What follows belongs to an exercise in optimizing a design on an open flow for small area; a production flow would make more cautious choices. In this exercise RTL edits were held to simulation tests only and were not proved equivalent to the original. Power figures rest on the tool's default switching activity, not on a simulated workload.

== main ==
// si570_compute
module si570_compute
(
    input         clk, resetn,
    input  [47:0] si570_regs_in,
    input         start,
    output        idle,
    output [47:0] si570_regs_out
);
export LEC_CHECK = 0
export CAP_MARGIN = 20
export CORE_MARGIN = 2
export CORE_UTILIZATION = 30
export SLEW_MARGIN = 20
create_clock -name core_clock -period 20.0 [get_ports {clk}]
standard.sh (not shown) runs the stock make flow with config.mk's settings and CLKGATE_MAP_FILE= SYNTH_SCRIPT=/design/flow/synth_recipe.tcl, a recipe that flattens the netlist after the stock synthesis.
==> flow/flow/run.sh <==
#!/bin/bash
set -euo pipefail
bash standard.sh synth > synth.log 2>&1
bash standard.sh \
  "BUFFER_PORTS_ARGS=-buffer_cell sky130_fd_sc_hd__buf_1" \
  "CTS_ARGS=-sink_clustering_enable -repair_clock_nets -dont_use_dummy_load -buf_list sky130_fd_sc_hd__clkbuf_4 -sink_clustering_size 20 -sink_clustering_max_diameter 60" \
  finish > layout.log 2>&1
Changes in the feature branch relative to main:
==> flow/run.sh (new file) <==
#!/bin/bash
# synth_recipe.tcl (not shown) runs the flow's synth.tcl, then flattens the netlist and writes it again
# the make line also repeats each setting of config.mk as NAME=value (left out here)
make -C /OpenROAD-flow-scripts/flow DESIGN_CONFIG=/design/flow/config.mk WORK_HOME=/design/flow/orfs CLKGATE_MAP_FILE= SYNTH_SCRIPT=/design/flow/synth_recipe.tcl finish
removed: flow/flow/run.sh
removed: flow/standard.sh
==> run summary <==
The feature branch: PASS, flow complete, no timing, DRC or antenna violations
Antenna diode count delta (main -> the feature branch): insignificant
Total number of multi-input combinational cells came out exactly the same in main and the feature branch.
Compared to main, the feature branch shows a narrower setup margin.
From main to the feature branch the numbers moved as follows: post-route clock period utilization went up 1.9 points; initial antenna violation count flat; slack of the worst reg-to-reg path up 0.03 ns; clock network power share picked up an extra 19 points.

* * *

Another version of the RTL of si570_compute (not shown whole).
For scale: ~390 cells after synthesis, ~100 I/O pins.
Settings: LEC_CHECK=0, ABC_AREA=1, CAP_MARGIN=20, CORE_MARGIN=2, CORE_UTILIZATION=30, SLEW_MARGIN=20; clock period 20.0 ns.
==> flow/flow/run.sh <==
#!/bin/bash
set -euo pipefail
bash standard.sh synth > synth.log 2>&1
bash standard.sh \
  "SKIP_REPAIR_TIE_FANOUT=1" \
  "BUFFER_PORTS_ARGS=-buffer_cell sky130_fd_sc_hd__buf_1" \
  "CTS_ARGS=-sink_clustering_enable -repair_clock_nets -dont_use_dummy_load -buf_list sky130_fd_sc_hd__clkbuf_8 -sink_clustering_size 32 -sink_clustering_max_diameter 200" \
  finish > layout.log 2>&1
The starting point produced a clean layout.
Change:
==> flow/flow/run.sh (replaced) <==
#!/bin/bash
set -euo pipefail
bash standard.sh synth > synth.log 2>&1
bash standard.sh \
  "BUFFER_PORTS_ARGS=-buffer_cell sky130_fd_sc_hd__buf_1" \
  "CTS_ARGS=-sink_clustering_enable -repair_clock_nets -dont_use_dummy_load -buf_list sky130_fd_sc_hd__clkbuf_4 -sink_clustering_size 20 -sink_clustering_max_diameter 60" \
  finish > layout.log 2>&1
The changed run produced a clean layout.
Fmax climbs by 0.72%.
Non-clock buffer count came out higher by 1.
Cell area goes down by 0.79%.
Die area stays the same.
Change:
==> flow/flow/run.sh (replaced) <==
#!/bin/bash
set -euo pipefail
bash standard.sh synth > synth.log 2>&1
bash standard.sh \
  "SKIP_REPAIR_TIE_FANOUT=1" \
  "BUFFER_PORTS_ARGS=-buffer_cell sky130_fd_sc_hd__buf_1" \
  "CTS_ARGS=-sink_clustering_enable -repair_clock_nets -dont_use_dummy_load -buf_list sky130_fd_sc_hd__clkbuf_4" \
  finish > layout.log 2>&1
Effect: Clock-buffer cell count is unchanged. Design area came out lower by about 0.8%. Setup slack degrades by 0.026 ns. Cell count came out lower by about 1.5%. Via count went down by 2.2%.

* * *

oak:
Another version of the RTL of si570_compute (not shown whole).
Size in the first run: ~63 flip-flops, roughly 2900 um^2 of cells after synthesis.
clock: 20.0 ns
lec_check: 0
abc_area: 1
cap_margin: 20
core_margin: 2
core_utilization: 80
place_density: 0.9
slew_margin: 20
==> flow/flow/run.sh <==
#!/bin/bash
set -euo pipefail
bash standard.sh synth > synth.log 2>&1
bash standard.sh \
  "SKIP_REPAIR_TIE_FANOUT=1" \
  "BUFFER_PORTS_ARGS=-buffer_cell sky130_fd_sc_hd__buf_1" \
  "CTS_ARGS=-sink_clustering_enable -repair_clock_nets -dont_use_dummy_load -buf_list sky130_fd_sc_hd__clkbuf_4" \
  finish > layout.log 2>&1
No final results exist for oak, since it was stopped by error GPL-0301 during global placement (3_3_place_gp).
[inputs] maple vs oak
- PLACE_DENSITY changed from 0.9 to 0.75
- CORE_UTILIZATION changed from 80 to 60
Having completed the whole flow, maple delivered a layout that passed the timing, design-rule and antenna checks.
In the summary table, oak is marked failed, with error GPL-0301 raised in global placement (3_3_place_gp).
As far as sequential-to-total area share from yosys stat goes, maple and oak are indistinguishable; the numbers are identical.
Summary of maple over oak: number of library cell types mapped by synthesis roughly the same, width of the die higher, count of input and output buffers closely matched the old numbers, starting utilization of the core area fell by 23 points.
When maple is set beside oak, its count of standard-cell rows turns out to be about 20% larger.

==> afterwards: timing with drivers on the ports <==
No port has a modelled driver above. Below, the same layouts with a new extraction and two added sets of constraints. Step 1, drivers: a clkbuf_16 drives clk and a buf_2 each remaining input, both assumed. Step 2 adds t to the input delays and takes it off the output delays; t is the mean of the earliest and latest rising clock arrival at the registers after step 1. Input paths then give back, and output paths get back, about the clock's delay inside the block. Three values: ideal, step 1, step 2; two values: the first two.
run | shift t [ns] | slack for setup (ns) | latest minus earliest clock arrival (ns) | worst slew at a driven data input, ns
main | 0.413 | 12.314 / 12.317 / 11.904 | 0.036 / 0.036 | 0.04
the feature branch | 0.360 | 11.930 / 11.943 / 11.582 | 0.009 / 0.009 | 0.05
the first run of note 2 | 0.356 | 10.868 / 10.870 / 10.513 | 0.021 / 0.021 | 0.05
the second run of note 2 | 0.419 | 10.934 / 10.938 / 10.519 | 0.026 / 0.026 | 0.04
the third run of note 2 | 0.402 | 10.907 / 10.904 / 10.502 | 0.036 / 0.035 | 0.05
maple | 0.394 | 11.109 / 11.114 / 10.720 | 0.040 / 0.039 | 0.04
After both steps every run listed still meets setup and hold. The setup slack of the second run of note 2, which loses most, moves by +0.004 ns with the drivers and by -0.415 ns with both steps.
